This is an optimization exercise on Yosys and OpenROAD, whose aim is small area, not a production implementation. Function was checked by simulation only, so behaviour that the tests miss may differ from the original. No activity file was given, so power comes from the tool's default toggle rates.

## run.sh

```bash
#!/bin/bash
# synth_recipe.tcl (not shown) runs the flow's synth.tcl, then flattens the netlist and writes it again
# the make line also repeats each setting of config.mk as NAME=value (left out here)
make -C /OpenROAD-flow-scripts/flow DESIGN_CONFIG=/design/flow/config.mk WORK_HOME=/design/flow/orfs CLKGATE_MAP_FILE= SYNTH_SCRIPT=/design/flow/synth_recipe.tcl finish
```

## config.mk

```make
export PLATFORM = sky130hd
export DESIGN_NAME = TRBDS3_R1_1_TOP_ADC
export DESIGN_NICKNAME = TRBDS3_R1_1_TOP_ADC
export VERILOG_FILES = /design/flow/design.v
export SDC_FILE = /design/flow/constraint.sdc
export NUM_CORES = 4
export LEC_CHECK = 0
export CAP_MARGIN = 20
export CORE_MARGIN = 2
export CORE_UTILIZATION = 40
export SLEW_MARGIN = 20
```

## constraint.sdc

```tcl
create_clock -name core_clock -period 5.0 [get_ports {i_clk}]
set_input_delay 1.0000 -clock core_clock [delete_from_list [all_inputs] [get_ports {i_clk}]]
set_output_delay 1.0000 -clock core_clock [all_outputs]
set_load 0.01 [all_outputs]
```

## design.v

```verilog
`timescale 1ns / 1ps
module PS_DDR_Sender
(
	input i_clk,
	input i_rst,
	input i_start,
	output o_done,
	input [31:0] i_ddr_addr,
	input [31:0] i_ddr_data,  
	output [2:0] o_state,
	output [5:0]	M_AXI_AWID,
	output [31:0]	M_AXI_AWADDR,
	output [3:0]	M_AXI_AWLEN,
	output [2:0]	M_AXI_AWSIZE,
	output [1:0]	M_AXI_AWBURST,
	output			M_AXI_AWLOCK,
	output [3:0]	M_AXI_AWCACHE,
	output [2:0]	M_AXI_AWPROT,
	output [3:0]	M_AXI_AWQOS,
	output [3:0]	M_AXI_AWREGION,
	output [7:0]	M_AXI_AWUSER,
	output			M_AXI_AWVALID,
	input			M_AXI_AWREADY,
	output [31:0]	M_AXI_WDATA,
	output [3:0]	M_AXI_WSTRB,
	output			M_AXI_WLAST,
	output [7:0]	M_AXI_WUSER,
	output			M_AXI_WVALID,
	input			M_AXI_WREADY,
	input [5:0]		M_AXI_BID,
	input [1:0]		M_AXI_BRESP,
	input [7:0]		M_AXI_BUSER,
	input			M_AXI_BVALID,
	output			M_AXI_BREADY,
	output [5:0]	M_AXI_ARID,
	output [31:0]	M_AXI_ARADDR,
	output [3:0]	M_AXI_ARLEN,
	output [2:0]	M_AXI_ARSIZE,
	output [1:0]	M_AXI_ARBURST,
	output			M_AXI_ARLOCK,
	output [3:0]	M_AXI_ARCACHE,
	output [2:0]	M_AXI_ARPROT,
	output [3:0]	M_AXI_ARQOS,
	output [3:0]	M_AXI_ARREGION,
	output [7:0]	M_AXI_ARUSER,
	output			M_AXI_ARVALID,
	input			M_AXI_ARREADY,
	input [5:0]		M_AXI_RID,
	input [31:0]	M_AXI_RDATA,
	input [1:0]		M_AXI_RRESP,
	input			M_AXI_RLAST,
	input [7:0]		M_AXI_RUSER,
	input			M_AXI_RVALID,
	output			M_AXI_RREADY
);
	localparam IDLE = 0;
	localparam ADDR_WRITE = 1;
	localparam DATA_WRITE = 2;
	localparam RESP_WAIT = 3;
	localparam DONE = 4;
	reg [2:0] state;
	reg awvalid_reg;
	reg wvalid_reg;
	reg bready_reg;
	always @(posedge i_clk or negedge i_rst)
	begin
		if (~i_rst) 
		begin
			state <= IDLE;
			awvalid_reg <= 0;
			wvalid_reg  <= 0;
			bready_reg  <= 0;
		end 
		else 
		begin
			awvalid_reg <= awvalid_reg;
			wvalid_reg  <= wvalid_reg;
			bready_reg  <= bready_reg;
			case (state)
				IDLE : begin
					if (i_start) 
					begin
						state <= ADDR_WRITE;
						awvalid_reg <= 1;
					end
				end
				ADDR_WRITE : begin
					if (M_AXI_AWREADY) 
					begin
						state <= DATA_WRITE;
						awvalid_reg <= 0;
						wvalid_reg <= 1;
					end
				end
				DATA_WRITE : begin
					if (M_AXI_WREADY) 
					begin
						state <= RESP_WAIT;
						wvalid_reg <= 0;
						bready_reg <= 1;
					end
				end
				RESP_WAIT : begin
					if (M_AXI_BVALID) 
					begin
						state <= DONE;
						bready_reg <= 0;
					end
				end
				DONE : begin
					state <= IDLE;
				end
				default: begin
					state <= IDLE;
				end
            endcase
        end
    end
    assign M_AXI_AWVALID = awvalid_reg;
    assign M_AXI_WVALID  = wvalid_reg;
    assign M_AXI_BREADY  = bready_reg;
    assign o_state = state;
    assign o_done = (state == DONE);
    assign M_AXI_AWID		= 0;
    assign M_AXI_AWADDR		= i_ddr_addr;
    assign M_AXI_AWLEN		= 0;		 
    assign M_AXI_AWSIZE		= 3'b010;	 
    assign M_AXI_AWBURST	= 2'b01;	 
    assign M_AXI_AWLOCK		= 1'b0;		 
    assign M_AXI_AWCACHE	= 4'b0011;	 
    assign M_AXI_AWPROT		= 3'b000;	 
    assign M_AXI_AWQOS		= 4'h0;
    assign M_AXI_AWREGION	= 4'h0;
    assign M_AXI_AWUSER		= 8'b0;
    assign M_AXI_WDATA		= i_ddr_data;
    assign M_AXI_WSTRB		= 4'hF;		 
    assign M_AXI_WLAST		= (state == DATA_WRITE); 	 
    assign M_AXI_WUSER		= 8'b0;
    assign M_AXI_ARID		= 4'h0;
    assign M_AXI_ARADDR		= 32'd0;
    assign M_AXI_ARLEN		= 4'd0;
    assign M_AXI_ARSIZE		= 3'b010;
    assign M_AXI_ARBURST	= 2'b01;
    assign M_AXI_ARLOCK		= 1'b0;
    assign M_AXI_ARCACHE	= 4'b0011;
    assign M_AXI_ARPROT		= 3'b000;
    assign M_AXI_ARQOS		= 4'h0;
    assign M_AXI_ARREGION	= 4'h0;
    assign M_AXI_ARUSER		= 8'b0;
    assign M_AXI_ARVALID	= 1'b0;  
    assign M_AXI_RREADY		= 1'b0;  
endmodule
`timescale 1ns / 1ps
module SPI_AD7903 #
(
    parameter integer DATA_WIDTH = 16,               
    parameter integer T_CYCLE = 2,                  
    parameter integer DELAY = 2                     
)
(
    input i_rst,
    input i_clk,
    input i_spi_start,                               
    input [DATA_WIDTH - 1:0] i_mosi_data,            
    input miso,                                      
    output [DATA_WIDTH - 1:0] o_miso_data,           
    output mosi,                                     
    output cs,                                       
    output spi_clk,                                  
    output [2:0] o_spi_state
);
    parameter idle = 0;
    parameter delay_1 = 1;
    parameter run = 2;
    parameter delay_2 = 3;
    parameter done = 4;
    parameter CPOL = 0;                          
    parameter CPHA = 0;
    reg [2:0] state;
    reg [2:0] n_state;
    reg [$clog2(T_CYCLE) : 0] spi_clk_width_cnt;         
    reg [$clog2(DELAY) : 0] delay_1_cnt;
    reg [$clog2(DELAY) : 0] delay_2_cnt;
    reg [$clog2(DATA_WIDTH * 2) : 0] spi_clk_cnt;        
    reg [DATA_WIDTH - 1 : 0] miso_reg;
    reg [DATA_WIDTH - 1 : 0] mosi_reg;
    wire delay_1_flag;              
    wire delay_2_flag;
    reg spi_clk_flag;                    
    wire spi_data_comp_flag;             
    wire spi_data_load_flag;             
    wire spi_data_p_flag;                
    wire spi_data_n_flag;
    always @(posedge i_clk or negedge i_rst) 
    begin
        if (~i_rst)
            state <= idle;
        else 
            state <= n_state;
    end
    always @(*)
    begin
        case (state)
            idle :
            begin
                if (i_spi_start)
                    n_state <= delay_1;
                else
                    n_state <= idle;
            end
            delay_1 :
            begin
                if (delay_1_flag)
                    n_state <= run;
                else
                    n_state <= delay_1;
            end
            run :
            begin
                if (spi_data_comp_flag)
                    n_state <= delay_2;
                else
                    n_state <= run;
            end
            delay_2 :
            begin
                if (delay_2_flag)
                    n_state <= done;
                else
                    n_state <= delay_2;
            end
            done :
                n_state <= idle;
            default :
                    n_state <= idle;
        endcase
    end
    always @(posedge i_clk or negedge i_rst) 
    begin
        if (~i_rst)
            delay_1_cnt <= 0;
        else if ((state == delay_1) && (delay_1_cnt <= DELAY))
            delay_1_cnt <= delay_1_cnt + 1;
        else
            delay_1_cnt <= 0;
    end
    always @(posedge i_clk or negedge i_rst) 
    begin
        if (~i_rst)
            delay_2_cnt <= 0;
        else if ((state == delay_2) && (delay_2_cnt <= DELAY))
            delay_2_cnt <= delay_2_cnt + 1;
        else
            delay_2_cnt <= 0;
    end
    always @(posedge i_clk or negedge i_rst) 
    begin
        if (~i_rst)
            spi_clk_width_cnt <= T_CYCLE + 1;
        else if ((state == run) && (spi_clk_cnt <= (DATA_WIDTH * 2)))
        begin
            if (spi_clk_width_cnt >= T_CYCLE)
                spi_clk_width_cnt <= 0;
            else
                spi_clk_width_cnt <= spi_clk_width_cnt + 1;  
        end
        else
            spi_clk_width_cnt <= T_CYCLE + 1;
    end
    always @(posedge i_clk or negedge i_rst) 
    begin
        if (~i_rst)
            spi_clk_cnt <= 0;
        else if ((state == run) && (spi_clk_cnt <= (DATA_WIDTH * 2)))
        begin
            if (spi_clk_width_cnt == T_CYCLE)
                spi_clk_cnt <= spi_clk_cnt + 1;
            else
                spi_clk_cnt <= spi_clk_cnt;
        end
        else
            spi_clk_cnt <= 0;
    end
    always @(posedge i_clk or negedge i_rst) 
    begin
        if (~i_rst)
            spi_clk_flag <= CPOL;
        else if ((state == run) && (spi_clk_cnt <= (DATA_WIDTH * 2)))
        begin
            if (spi_clk_width_cnt == T_CYCLE)
            begin
                if (spi_clk_cnt == (DATA_WIDTH * 2))
                    spi_clk_flag <= spi_clk_flag;
                else
                    spi_clk_flag <= ~spi_clk_flag;
            end
            else
                spi_clk_flag <= spi_clk_flag;
        end
        else
            spi_clk_flag <= CPOL;
    end
    always @(posedge i_clk or negedge i_rst)
    begin
        if (~i_rst)
            miso_reg <= 0;
        else
        begin
            if (spi_data_p_flag)
            begin
                if (CPOL^CPHA)
                    miso_reg <= miso_reg;
                else
                    miso_reg <= {miso_reg[DATA_WIDTH - 2:0], miso};
            end
            else if (spi_data_n_flag)
            begin
                if (CPOL^CPHA)
                    miso_reg <= {miso_reg[DATA_WIDTH - 2:0], miso};
                else
                    miso_reg <= miso_reg;
            end
            else
                miso_reg <= miso_reg;
        end
    end
    always @(posedge i_clk or negedge i_rst)
    begin
        if (~i_rst)
            mosi_reg <= 0;
        else
        begin
            if (spi_data_p_flag)
            begin
                if (CPOL^CPHA)
                begin
                    if (CPHA)
                    begin
                        if (spi_clk_cnt == 1)        
                            mosi_reg <= mosi_reg;
                        else
                            mosi_reg <= {mosi_reg[DATA_WIDTH - 2:0], 1'b0};
                    end
                    else
                    begin
                        if (spi_clk_cnt == 0)
                            mosi_reg <= mosi_reg;
                        else
                            mosi_reg <= {mosi_reg[DATA_WIDTH - 2:0], 1'b0};
                    end
                end
                else
                    mosi_reg <= mosi_reg;
            end
            else if (spi_data_n_flag)
            begin
                if (CPOL^CPHA)
                    mosi_reg <= mosi_reg;
                else
                begin
                    if (CPHA)
                    begin
                        if (spi_clk_cnt == 1)
                            mosi_reg <= mosi_reg;
                        else
                            mosi_reg <= {mosi_reg[DATA_WIDTH - 2:0], 1'b0};
                    end
                    else
                    begin
                        if (spi_clk_cnt == 0)
                            mosi_reg <= mosi_reg;
                        else
                            mosi_reg <= {mosi_reg[DATA_WIDTH - 2:0], 1'b0};
                    end
                end  
            end
            else if (spi_data_load_flag)
                mosi_reg <= i_mosi_data;
            else
                mosi_reg <= mosi_reg;
        end
    end
    assign spi_clk = spi_clk_flag;
    assign spi_data_load_flag = (delay_1_cnt == (DELAY - 1)) ? 1 : 0;      
    assign spi_data_p_flag = ((spi_clk_width_cnt == 0) && (spi_clk_flag) && (spi_clk_cnt <= (DATA_WIDTH * 2))) ? 1 : 0;          
    assign spi_data_n_flag = ((spi_clk_width_cnt == 0) && (~spi_clk_flag) && (spi_clk_cnt <= (DATA_WIDTH * 2))) ? 1 : 0;
    assign delay_1_flag = (delay_1_cnt == DELAY) ? 1 : 0;
    assign delay_2_flag = (delay_2_cnt == DELAY) ? 1 : 0;
    assign spi_data_comp_flag = (spi_clk_cnt == ((DATA_WIDTH * 2) + 1)) ? 1 : 0;     
    assign cs = ((state == idle) || (state == done)) ? 1 : 0;
    reg [DATA_WIDTH - 1 : 0] miso_hold;
    always @(posedge i_clk or negedge i_rst)
    begin
        if (~i_rst)
            miso_hold <= 0;
        else if (spi_data_comp_flag)
            miso_hold <= miso_reg;
    end
    assign o_miso_data = (spi_data_comp_flag) ? miso_reg : miso_hold;              
    assign mosi = ( ~cs ) ? mosi_reg[DATA_WIDTH - 1] : 1'b0;
    assign o_spi_state = state;
endmodule
`timescale 1ns / 1ps
module ADC_AD7903 #
(
	parameter integer ADC_CONV_TIME = 130
)
(
	input i_rst,
	input i_clk,
	output o_adc_conv,							 
	input [2:0] i_spi_state,					 
	output o_spi_start,							 
	input [9:0] i_adc_freq,						 
	output [2:0] o_state
);
	parameter IDLE 	= 0;
	parameter CONV	= 1;
	parameter ACQ 	= 2;
	parameter DONE 	= 3;
	reg [2:0] state;
	reg [2:0] n_state;
	reg [9:0] adc_freq_cnt;		 
	wire adc_conv_flag;			 
	always @(posedge i_clk or negedge i_rst) 
	begin
		if (~i_rst)
			state <= IDLE;
		else 
			state <= n_state;
	end
	always @(*)
	begin
		case (state)
			IDLE 	: n_state = (adc_conv_flag) ? CONV : IDLE;
			CONV 	: n_state = (o_spi_start) ? ACQ : CONV;
			ACQ 	: n_state = (i_spi_state == 4) ? DONE : ACQ;
			DONE 	: n_state = IDLE;
			default : n_state <= IDLE;
		endcase
	end
	always @(posedge i_clk or negedge i_rst) 
	begin
		if (~i_rst)
			adc_freq_cnt <= 0;
		else
			adc_freq_cnt <= (adc_freq_cnt == i_adc_freq) ? 0 : adc_freq_cnt + 1;
	end
	assign o_state = state;
	assign o_adc_conv = (adc_freq_cnt < ADC_CONV_TIME);								 
	assign o_spi_start = (adc_freq_cnt == (ADC_CONV_TIME + 1));						 
	assign adc_conv_flag = ((adc_freq_cnt == 0) && (i_adc_freq >= 240)) ? 1 : 0;	 
endmodule
`timescale 1 ns / 1 ps
module ARRAY_S00_AXI #
(
	parameter integer MEM_SIZE = 10000,
	parameter integer C_S_AXI_DATA_WIDTH	= 0,
	parameter integer C_S_AXI_ADDR_NUM 		= 0,
	parameter integer C_S_AXI_ADDR_WIDTH	= $clog2(C_S_AXI_ADDR_NUM) + 2
)
(
	input [31:0] i_adc_data,							 
	output reg [31:0] o_user_gain,
	output reg [31:0] o_user_offset,
	output reg [9:0] o_adc_freq,						 
	output reg [$clog2(MEM_SIZE) : 0] o_ddr_size,		 
	input S_AXI_ACLK,
	input S_AXI_ARESETN,
	input [C_S_AXI_ADDR_WIDTH - 1 : 0] S_AXI_AWADDR,
	input [2:0] S_AXI_AWPROT,
	input S_AXI_AWVALID,
	output S_AXI_AWREADY,
	input [C_S_AXI_DATA_WIDTH - 1 : 0] S_AXI_WDATA,
	input [(C_S_AXI_DATA_WIDTH / 8) - 1 : 0] S_AXI_WSTRB,
	input S_AXI_WVALID,
	output S_AXI_WREADY,
	output [1:0] S_AXI_BRESP,
	output wire S_AXI_BVALID,
	input S_AXI_BREADY,
	input [C_S_AXI_ADDR_WIDTH - 1 : 0] S_AXI_ARADDR,
	input [2 : 0] S_AXI_ARPROT,
	input S_AXI_ARVALID,
	output S_AXI_ARREADY,
	output [C_S_AXI_DATA_WIDTH - 1 : 0] S_AXI_RDATA,
	output [1 : 0] S_AXI_RRESP,
	output S_AXI_RVALID,
	input S_AXI_RREADY
);
	reg [C_S_AXI_ADDR_WIDTH - 1 : 0] axi_awaddr;
	reg axi_awready;
	reg axi_wready;
	reg [1:0] axi_bresp;
	reg axi_bvalid;
	reg [C_S_AXI_ADDR_WIDTH-1 : 0] axi_araddr;
	reg axi_arready;
	reg [C_S_AXI_DATA_WIDTH-1 : 0] axi_rdata;
	reg [1:0] axi_rresp;
	reg axi_rvalid;
	localparam integer ADDR_LSB = 2;
	localparam integer OPT_MEM_ADDR_BITS = $clog2(C_S_AXI_ADDR_NUM) - 1;
	localparam [C_S_AXI_ADDR_NUM - 1 : 0] io_sel = {5'b11110};	 
	reg [C_S_AXI_DATA_WIDTH - 1 : 0] slv_reg[C_S_AXI_ADDR_NUM - 1 : 0];
	wire slv_reg_rden;
	wire slv_reg_wren;
	reg [C_S_AXI_DATA_WIDTH-1:0] reg_data_out;
	integer byte_index;
	reg aw_en;
	genvar i;
	integer j;
	always @( posedge S_AXI_ACLK )
	begin
		if ( S_AXI_ARESETN == 1'b0 )
		begin
			axi_awready <= 1'b0;
			aw_en <= 1'b1;
		end
		else
		begin
			if (~axi_awready && S_AXI_AWVALID && S_AXI_WVALID && aw_en)
			begin
				axi_awready <= 1'b1;
				aw_en <= 1'b0;
			end
			else if (S_AXI_BREADY && axi_bvalid)
			begin
				aw_en <= 1'b1;
				axi_awready <= 1'b0;
			end
			else
	          axi_awready <= 1'b0;
	    end 
	end
	always @( posedge S_AXI_ACLK )
	begin
		if ( S_AXI_ARESETN == 1'b0 )
			axi_awaddr <= 0;
		else
		begin
			if (~axi_awready && S_AXI_AWVALID && S_AXI_WVALID && aw_en)
				axi_awaddr <= S_AXI_AWADDR;
		end
	end
	always @( posedge S_AXI_ACLK )
	begin
		if ( S_AXI_ARESETN == 1'b0 )
			axi_wready <= 1'b0;
		else
		begin
			if (~axi_wready && S_AXI_WVALID && S_AXI_AWVALID && aw_en )
				axi_wready <= 1'b1;
			else
				axi_wready <= 1'b0;
		end 
	end
	generate
	for (i = 0; i < C_S_AXI_ADDR_NUM; i = i + 1)
	begin
		always @( posedge S_AXI_ACLK )
		begin
		if (io_sel[i])
		begin
			if (S_AXI_ARESETN == 1'b0)
				slv_reg[i] <= 0;
			else if (slv_reg_wren)
				if (axi_awaddr[ADDR_LSB+OPT_MEM_ADDR_BITS:ADDR_LSB] == i)
					for ( byte_index = 0; byte_index <= (C_S_AXI_DATA_WIDTH/8)-1; byte_index = byte_index+1 )
						if ( S_AXI_WSTRB[byte_index] == 1 ) 
							slv_reg[i][(byte_index*8) +: 8] <= S_AXI_WDATA[(byte_index*8) +: 8];
			else
				slv_reg[i] <= slv_reg[i];
			end
		end
	end
	endgenerate
	always @( posedge S_AXI_ACLK )
	begin
		if ( S_AXI_ARESETN == 1'b0 )
		begin
			axi_bvalid  <= 0;
			axi_bresp   <= 2'b0;
		end
		else
		begin
			if (axi_awready && S_AXI_AWVALID && ~axi_bvalid && axi_wready && S_AXI_WVALID)
			begin
				axi_bvalid <= 1'b1;
				axi_bresp  <= 2'b0;
			end
			else
			begin
				if (S_AXI_BREADY && axi_bvalid) 
					axi_bvalid <= 1'b0; 
			end
		end
	end
	always @( posedge S_AXI_ACLK )
	begin
		if ( S_AXI_ARESETN == 1'b0 )
		begin
			axi_arready <= 1'b0;
			axi_araddr  <= 32'b0;
		end
		else
		begin
			if (~axi_arready && S_AXI_ARVALID)
			begin
				axi_arready <= 1'b1;
				axi_araddr  <= S_AXI_ARADDR;
			end
			else
				axi_arready <= 1'b0;
		end
	end
	always @( posedge S_AXI_ACLK )
	begin
		if ( S_AXI_ARESETN == 1'b0 )
		begin
			axi_rvalid <= 0;
			axi_rresp  <= 0;
		end 
		else
		begin
			if (axi_arready && S_AXI_ARVALID && ~axi_rvalid)
			begin
				axi_rvalid <= 1'b1;
				axi_rresp  <= 2'b0;
			end
			else if (axi_rvalid && S_AXI_RREADY)
				axi_rvalid <= 1'b0;
		end
	end
	always @(*) 
	begin
		reg_data_out = 0;
		for (j = 0; j < C_S_AXI_ADDR_NUM; j = j + 1)
			if (axi_araddr[ADDR_LSB + OPT_MEM_ADDR_BITS : ADDR_LSB] == j)
				reg_data_out = slv_reg[j];
	end
	always @( posedge S_AXI_ACLK )
	begin
		if ( S_AXI_ARESETN == 1'b0 )
			axi_rdata  <= 0;
		else
		begin
			if (slv_reg_rden)
				axi_rdata <= reg_data_out;
		end
	end
	always @(posedge S_AXI_ACLK)
	begin
		slv_reg[0] <= i_adc_data;
	end
	always @(posedge S_AXI_ACLK)
	begin
		o_user_gain 	<= slv_reg[1];
		o_user_offset 	<= slv_reg[2];
		o_adc_freq 		<= slv_reg[3];
		o_ddr_size 		<= slv_reg[4];
	end
	assign S_AXI_AWREADY = axi_awready;
	assign S_AXI_WREADY = axi_wready;
	assign S_AXI_BRESP = axi_bresp;
	assign S_AXI_BVALID = axi_bvalid;
	assign S_AXI_ARREADY = axi_arready;
	assign S_AXI_RDATA = axi_rdata;
	assign S_AXI_RRESP = axi_rresp;
	assign S_AXI_RVALID = axi_rvalid;
	assign slv_reg_wren = axi_wready && S_AXI_WVALID && axi_awready && S_AXI_AWVALID;
	assign slv_reg_rden = axi_arready & S_AXI_ARVALID & ~axi_rvalid;
endmodule
`timescale 1 ns / 1 ps
	module TRBDS3_R1_1_TOP_ADC #
	(
		parameter integer DATA_WIDTH = 16,
		parameter integer DELAY = 2,
		parameter integer T_CYCLE = 2,					 
		parameter integer MEM_SIZE = 10000,				 
		parameter integer C_S_AXI_DATA_WIDTH = 32,								 
		parameter integer C_S_AXI_ADDR_NUM = 5,									 
		parameter integer C_S_AXI_ADDR_WIDTH = $clog2(C_S_AXI_ADDR_NUM) + 2,	 
		parameter integer ADC_CONV_TIME = 130,
		parameter integer DDR_OFFSET = 0,
		parameter integer DDR_CH_OFFSET = 32'h1000_0000
	)
	(
		input i_clk,
		input i_rst,
		input i_adc_spi_data,		 
		input i_beam_trg,			 
		output o_spi_adc_clk,		 
		output o_adc_conv,			 
		output o_adc_trg_irq,		 
		output [2:0] o_adc_state,
		(* X_INTERFACE_PARAMETER = "FREQ_HZ 200000000" *)
		output [31:0] m_axis_raw_adc_tdata,
		input m_axis_raw_adc_tready,
		output m_axis_raw_adc_tvalid,
		(* X_INTERFACE_PARAMETER = "FREQ_HZ 200000000" *)
		input [31:0] s_axis_float_adc_tdata,
		output s_axis_float_adc_tready,
		input s_axis_float_adc_tvalid,
		(* X_INTERFACE_PARAMETER = "FREQ_HZ 200000000" *)
		output [31:0] m_axis_user_gain_tdata,
		input m_axis_user_gain_tready,
		output m_axis_user_gain_tvalid,
		(* X_INTERFACE_PARAMETER = "FREQ_HZ 200000000" *)
		output [31:0] m_axis_user_offset_tdata,
		input m_axis_user_offset_tready,
		output m_axis_user_offset_tvalid,
		(* X_INTERFACE_PARAMETER = "FREQ_HZ 200000000" *)
		input [C_S_AXI_ADDR_WIDTH-1 : 0] s00_axi_awaddr,
		input [2 : 0] s00_axi_awprot,
		input s00_axi_awvalid,
		output s00_axi_awready,
		input [C_S_AXI_DATA_WIDTH-1 : 0] s00_axi_wdata,
		input [(C_S_AXI_DATA_WIDTH/8)-1 : 0] s00_axi_wstrb,
		input s00_axi_wvalid,
		output s00_axi_wready,
		output [1 : 0] s00_axi_bresp,
		output s00_axi_bvalid,
		input s00_axi_bready,
		input [C_S_AXI_ADDR_WIDTH-1 : 0] s00_axi_araddr,
		input [2 : 0] s00_axi_arprot,
		input s00_axi_arvalid,
		output s00_axi_arready,
		output [C_S_AXI_DATA_WIDTH-1 : 0] s00_axi_rdata,
		output [1 : 0] s00_axi_rresp,
		output s00_axi_rvalid,
		input s00_axi_rready,
		(* X_INTERFACE_PARAMETER = "FREQ_HZ 200000000" *)
		output [31:0] 	M_AXI_AWADDR,
		output 			M_AXI_AWVALID,
		input 			M_AXI_AWREADY,
		output [31:0] 	M_AXI_WDATA,
		output 			M_AXI_WLAST,
		output 			M_AXI_WVALID,
		input 			M_AXI_WREADY,
		input [5:0]		M_AXI_BID,
		input [1:0] 	M_AXI_BRESP,
		input [7:0]		M_AXI_BUSER,
		input 			M_AXI_BVALID,
		output 			M_AXI_BREADY
	);
	reg adc_trg_flag;
	reg [15:0] ddr_addr;
	wire [15:0] raw_adc_data_buf;
	wire adc_done_flag;
	wire ddr_done_flag;
	wire [2:0] adc_spi_state;
	wire adc_spi_start;
	wire [9:0] adc_freq;
	wire [$clog2(MEM_SIZE) : 0] ddr_size;
	always @(posedge i_clk or negedge i_rst) 
	begin
		if (~i_rst)
			adc_trg_flag <= 0;
		else if (~i_beam_trg)
			adc_trg_flag <= 1;
		else if (ddr_addr == ddr_size)
			adc_trg_flag <= 0;
		else
			adc_trg_flag <= adc_trg_flag;
	end
	always @(posedge i_clk or negedge i_rst) 
	begin
		if (~i_rst)
			ddr_addr <= 0;
		else if (ddr_done_flag)
			ddr_addr <= ddr_addr + 1;
		else if (!adc_trg_flag)
			ddr_addr <= 0;
		else
			ddr_addr <= ddr_addr;
	end
	ARRAY_S00_AXI #
	(
		.MEM_SIZE(MEM_SIZE),
		.C_S_AXI_DATA_WIDTH(C_S_AXI_DATA_WIDTH),
		.C_S_AXI_ADDR_NUM(C_S_AXI_ADDR_NUM),
		.C_S_AXI_ADDR_WIDTH(C_S_AXI_ADDR_WIDTH)
	) 
	u_ARRAY_S00_AXI 
	(
		.i_adc_data(s_axis_float_adc_tdata),
		.o_user_gain(m_axis_user_gain_tdata),
		.o_user_offset(m_axis_user_offset_tdata),
		.o_adc_freq(adc_freq),
		.o_ddr_size(ddr_size),
		.S_AXI_ACLK(i_clk),
		.S_AXI_ARESETN(i_rst),
		.S_AXI_AWADDR(s00_axi_awaddr),
		.S_AXI_AWPROT(s00_axi_awprot),
		.S_AXI_AWVALID(s00_axi_awvalid),
		.S_AXI_AWREADY(s00_axi_awready),
		.S_AXI_WDATA(s00_axi_wdata),
		.S_AXI_WSTRB(s00_axi_wstrb),
		.S_AXI_WVALID(s00_axi_wvalid),
		.S_AXI_WREADY(s00_axi_wready),
		.S_AXI_BRESP(s00_axi_bresp),
		.S_AXI_BVALID(s00_axi_bvalid),
		.S_AXI_BREADY(s00_axi_bready),
		.S_AXI_ARADDR(s00_axi_araddr),
		.S_AXI_ARPROT(s00_axi_arprot),
		.S_AXI_ARVALID(s00_axi_arvalid),
		.S_AXI_ARREADY(s00_axi_arready),
		.S_AXI_RDATA(s00_axi_rdata),
		.S_AXI_RRESP(s00_axi_rresp),
		.S_AXI_RVALID(s00_axi_rvalid),
		.S_AXI_RREADY(s00_axi_rready)
	);
	ADC_AD7903 #
	(
		.ADC_CONV_TIME(ADC_CONV_TIME)
	)
	u_ADC_AD7903
	(
		.i_rst(i_rst),
		.i_clk(i_clk),
		.o_adc_conv(o_adc_conv),
		.i_spi_state(adc_spi_state),
		.o_spi_start(adc_spi_start),
		.i_adc_freq(adc_freq),						 
		.o_state(o_adc_state)
	);
	SPI_AD7903 #
	(
		.DATA_WIDTH(DATA_WIDTH),
		.T_CYCLE(T_CYCLE),
		.DELAY(DELAY)
	)
	u_SPI_AD7903
	(
		.i_rst(i_rst),
		.i_clk(i_clk),
		.i_spi_start(adc_spi_start),
		.i_mosi_data(16'd0),
		.miso(i_adc_spi_data),
		.o_miso_data(raw_adc_data_buf),
		.spi_clk(o_spi_adc_clk),
		.o_spi_state(adc_spi_state)
	);
	PS_DDR_Sender u_PS_DDR_Sender
	(
		.i_clk(i_clk),
		.i_rst(i_rst),
		.i_start(s_axis_float_adc_tvalid && adc_trg_flag),
		.o_done(ddr_done_flag),
		.i_ddr_addr((ddr_addr * 4) + DDR_OFFSET + DDR_CH_OFFSET),
		.i_ddr_data(s_axis_float_adc_tdata),
		.o_state(),
		.M_AXI_AWID(),
		.M_AXI_AWADDR(M_AXI_AWADDR),
		.M_AXI_AWLEN(),
		.M_AXI_AWSIZE(),
		.M_AXI_AWBURST(),
		.M_AXI_AWLOCK(),
		.M_AXI_AWCACHE(),
		.M_AXI_AWPROT(),
		.M_AXI_AWQOS(),
		.M_AXI_AWREGION(),
		.M_AXI_AWUSER(),
		.M_AXI_AWVALID(M_AXI_AWVALID),
		.M_AXI_AWREADY(M_AXI_AWREADY),
		.M_AXI_WDATA(M_AXI_WDATA),
		.M_AXI_WSTRB(),
		.M_AXI_WLAST(M_AXI_WLAST),
		.M_AXI_WUSER(),
		.M_AXI_WVALID(M_AXI_WVALID),
		.M_AXI_WREADY(M_AXI_WREADY),
		.M_AXI_BID(M_AXI_BID),
		.M_AXI_BRESP(M_AXI_BRESP),
		.M_AXI_BUSER(M_AXI_BUSER),
		.M_AXI_BVALID(M_AXI_BVALID),
		.M_AXI_BREADY(M_AXI_BREADY),
		.M_AXI_ARID(),
		.M_AXI_ARADDR(),
		.M_AXI_ARLEN(),
		.M_AXI_ARSIZE(),
		.M_AXI_ARBURST(),
		.M_AXI_ARLOCK(),
		.M_AXI_ARCACHE(),
		.M_AXI_ARPROT(),
		.M_AXI_ARQOS(),
		.M_AXI_ARREGION(),
		.M_AXI_ARUSER(),
		.M_AXI_ARVALID(),
		.M_AXI_ARREADY(1'b0),
		.M_AXI_RID(6'd0),
		.M_AXI_RDATA(32'd0),
		.M_AXI_RRESP(2'd0),
		.M_AXI_RLAST(1'b0),
		.M_AXI_RUSER(8'd0),
		.M_AXI_RVALID(1'b0),
		.M_AXI_RREADY()
	);
	assign m_axis_raw_adc_tdata = (raw_adc_data_buf[15] == 0) ? {16'd0, raw_adc_data_buf} : 0;
	assign s_axis_float_adc_tready = 1;
	assign m_axis_raw_adc_tvalid = (adc_spi_state == 4);
	assign o_adc_trg_irq = ~adc_trg_flag;
	assign m_axis_user_gain_tvalid = 1;
	assign m_axis_user_offset_tvalid = 1;
endmodule
```

==> run summary <==
status: no timing/DRC/antenna violations
Relative slew margins: 24.1%
CP Depth: 5
I/O pin total: 331
max incr delay on CP: 560 ps
Critical Path Fanout Max: 16
number of synthesized flops with an enable pin: 0
Detailed Place HPWL: 25,500 µm
Hold Path Depth: 0
WP data arrival: 3080 ps
post-cts resize count: 0
Final Net Count: 1,722
Post-DRT Antenna Nets: 0
area delta synth->final: 28.2%
Async SR Flop Fraction: 22.1%
CP top delay family: simple AND/OR/NAND/NOR gates
vias per inst: 5.04
final setup fails: 0
CTS H-tree depth: 2
Slew Limit Fails: 0
chip height: 194 µm
Pwr per Cell Area: 363 nW/µm²
Synth Register Bits: 376
placed cells: 2,014
Post-synth top flop: dfxtp_1
min cycle time layout: 4080 ps
fin cells: 2,091
drt first pass iters: 5
post-synth top area share: 40.6%
Max-Cap Viols: 0
# hold bufs at CTS: 0
maximum vdd ir drop: 0.308 mV
CTS Sinks: 376
worst slew pin tran: 1140 ps
Die Wd: 194 µm
Total GRT Usage: 20.0%
Int Pwr: 5200 µW
max FFs per register: 160
switch share: 22.6%
vias post-DR: 10.5k
area of the mapped netlist: 14,400 µm²
f_max: 245 MHz
Pleak: 0.00748 µW
TritonCTS clock tree: built
Rows: 69
Synth warnings: 6
1st-iter DRT viols: 465
crit path launch type: flip-flop
Finished Cell Area: 18,500 µm²
net switching power: 1520 µW
initial antenna violation count: 2
Port Buffers: 260
unique cell type count in the Yosys netlist: 54
initial core utilization: 40.6%
die area: 37,700 µm²
final hold slack: 363 ps
Syn Area/Cell: 10.4 µm²
area leader, netlist: dfxtp_1
final hold violation count: 0
CTS Buffer Depth: 3
Req. time, crit path: 4000 ps
Fill cells: 3,198
crit path cell chain: nor3_1, and3_1, mux2_2, nor2b_1, clkdlybuf4s50_1
combinational power share: 7.1%
global placement routability congestion: 0.842
cell count after synthesis: 1,390
vias in the first global route: 10.7k
Seq/Total Area, Yosys: 55.0%
Hold Path Class: reg2reg
Final Util: 52.1%
WS Path Type: reg2out
Clock Latency Late Sink: 530 ps
unrepaired setup endpoints after global routing: no
final period utilization: 81.7%
Worst-path clk slew: 60 ps
worst clock skew: 12.1 ps
CORE AREA: 35,600 µm²
clk root buf: clkbuf_16
DP Area: 17,100 µm²
Num CTS Buffers: 41
largest net degree at the start of global routing: 167
crit path buf inv count: 1
wire per inst: 18.5 µm
sequential power share: 46.5%
total gr overflow: 0
post-CTS setup buffers: 0
power share of the clock group: 46.4%
share of cells above drive strength 1: 8.84%
slowest CP cell: clkdlybuf4s50_1
path depth of the worst reg2reg path: 5
synth top area cells: dfxtp_1 (41%), dfrtp_1 (14%), mux2i_1 (8.5%), nand2_1 (6.8%), buf_4 (3.8%)
WL final: 38,600 µm
Critical Path Sink Type: primary output
Setup TNS Final: 0 ps
first-pass GRT wire length: 60,100 µm
DR DRC count: 0
-- power by group through the flow --
stage / Sequential, µW / Combinational, µW / Clock (µW)
after floorplan: 3160 / 278 / 0
after global placement: 3190 / 478 / 0
after detailed placement: 3190 / 481 / 0
after CTS: 3120 / 484 / 3200
after global routing: 3130 / 521 / 3340
final: 3120 / 477 / 3120
-- metal layers --
| metal | GRT usage (%) | wire (µm) |
|---|---|---|
| met4 | 5.11 | 822 |
| met2 | 33.0 | 18000 |
| met3 | 4.30 | 2310 |
| met5 | 0 | 23 |
| met1 | 26.8 | 17400 |
-- logic make-up (layout without fill, tap and decap cells) --
family / after synthesis / after routing / synth area share, %
AO/OA/AOI/OAI: 194 / 194 / 9.80
adder cells (fa/ha/maj): 10 / 10 / 0.866
other: 2 / 42 / 0.0520
buffers and inverters: 169 / 369 / 6.32
AND/OR/NAND/NOR: 442 / 442 / 14.1
flip-flops: 376 / 376 / 55.0
multiplexers: 159 / 159 / 11.6
XOR/XNOR: 38 / 38 / 2.30
-- cells in the mapped netlist, types with 6 or more instances --
master     instances
o221ai_1          32
nand4_1           15
nor2_1            32
inv_1             16
and2_1             8
nor2b_1           42
o2bb2ai_1         31
xor2_1             9
buf_4             73
nand2_1          262
dfxtp_1          293
dfrtp_1           81
nor3_1             6
and3_1            10
a21boi_0          43
a21oi_1            9
nand3_1           31
ha_1              10
or4_1              6
mux2_2            33
mux2i_1          123
xnor2_1           29
o21ai_0           25
clkbuf_1          74
a31oi_1           36
-- layout make-up --
| cell class | instances | area [µm²] | area share (%) |
|---|---|---|---|
| clock inverters | 18 | 220 | 1.19 |
| multi-input cells | 884 | 5770 | 31.1 |
| inverters | 16 | 60.1 | 0.324 |
| diodes | 1 | 2.50 | 0.0135 |
| flip-flops and latches | 376 | 7950 | 42.9 |
| well taps | 461 | 577 | 3.11 |
| repair buffers | 277 | 2730 | 14.8 |
| clock buffers | 58 | 1210 | 6.54 |
-- placed cells by master (no fill, tap or decap), drive strengths merged, types with 3 or more instances in the layout --
cell type | netlist | final
nand3b | 3 | 3
and3 | 10 | 10
dfrtp | 81 | 81
a21oi | 9 | 9
clkinv | 0 | 11
o2bb2ai | 31 | 31
o21ai | 25 | 25
o221ai | 32 | 32
o211ai | 5 | 5
dfxtp | 293 | 293
o31ai | 3 | 3
nor2 | 32 | 32
or2 | 3 | 3
or3 | 3 | 3
and4 | 4 | 4
a31oi | 36 | 36
nor2b | 42 | 42
nand4 | 15 | 15
mux4 | 3 | 3
xor2 | 9 | 9
buf | 79 | 17
or4 | 8 | 8
nor4 | 5 | 5
conb | 2 | 41
ha | 10 | 10
mux2 | 33 | 33
nand3 | 31 | 31
inv | 16 | 18
bufinv | 0 | 4
nand2 | 262 | 262
and2 | 8 | 8
mux2i | 123 | 123
clkbuf | 74 | 59
nor3b | 5 | 5
clkdlybuf4s50 | 0 | 259
xnor2 | 29 | 29
a21boi | 43 | 43
nor3 | 6 | 6
-- metrics by stage --
stage / power (µW) / worst slack (ps)
floorplan: 3440 / 2140
global placement: 3660 / 1460
detailed placement: 3670 / 1390
CTS: 6810 / 865
global route: 6990 / 731
finish: 6720 / 915
-- worst paths after layout --
| kind | to | slack [ps] | startpoint |
|---|---|---|---|
| setup / recovery | m_axis_raw_adc_tdata[11] | 920 | u_SPI_AD7903.spi_clk_cnt[3]$_DFFE_PN0P_ |
| hold reg to reg | u_ARRAY_S00_AXI.o_adc_freq[4]$_DFF_P_ | 360 | u_ARRAY_S00_AXI.slv_reg[3][4]$_SDFFE_PN0P_ |
| hold / removal | u_ARRAY_S00_AXI.o_adc_freq[4]$_DFF_P_ | 360 | u_ARRAY_S00_AXI.slv_reg[3][4]$_SDFFE_PN0P_ |
| min in group asynchronous | u_SPI_AD7903.state[0]$_DFF_PN0_ | 1160 | i_rst |
| max in group asynchronous | u_SPI_AD7903.spi_clk_width_cnt[0]$_DFF_PN1_ | 3390 | i_rst |
| setup reg to reg | u_ARRAY_S00_AXI.axi_rdata[12]$_SDFFE_PN0P_ | 2340 | u_ARRAY_S00_AXI.axi_araddr[2]$_SDFFE_PN0P_ |

[what the ideal ports hide]
Ports are ideal in the flow. The routed layout listed here was re-timed in OpenROAD.
Step 1, drivers: a clkbuf_16 drives i_clk and a buf_2 each remaining input, both assumed.
Step 2, shift: input delay + t, output delay - t, t = (earliest + latest rising clock arrival at the registers) / 2. This alone moves slack from input paths to output paths.
a / b / c = ideal / step 1 / step 2; a / b = the first two.
t, ns: 0.584
setup slack, ns: 0.915 / 0.858 / 1.418
worst setup path after step 2: input to register
worst data-port slew with drivers (ns): 0.09
After both steps setup and hold are still met in this run. For this run, drivers alone change the setup slack by -0.057 ns; drivers and shift together by +0.503 ns.
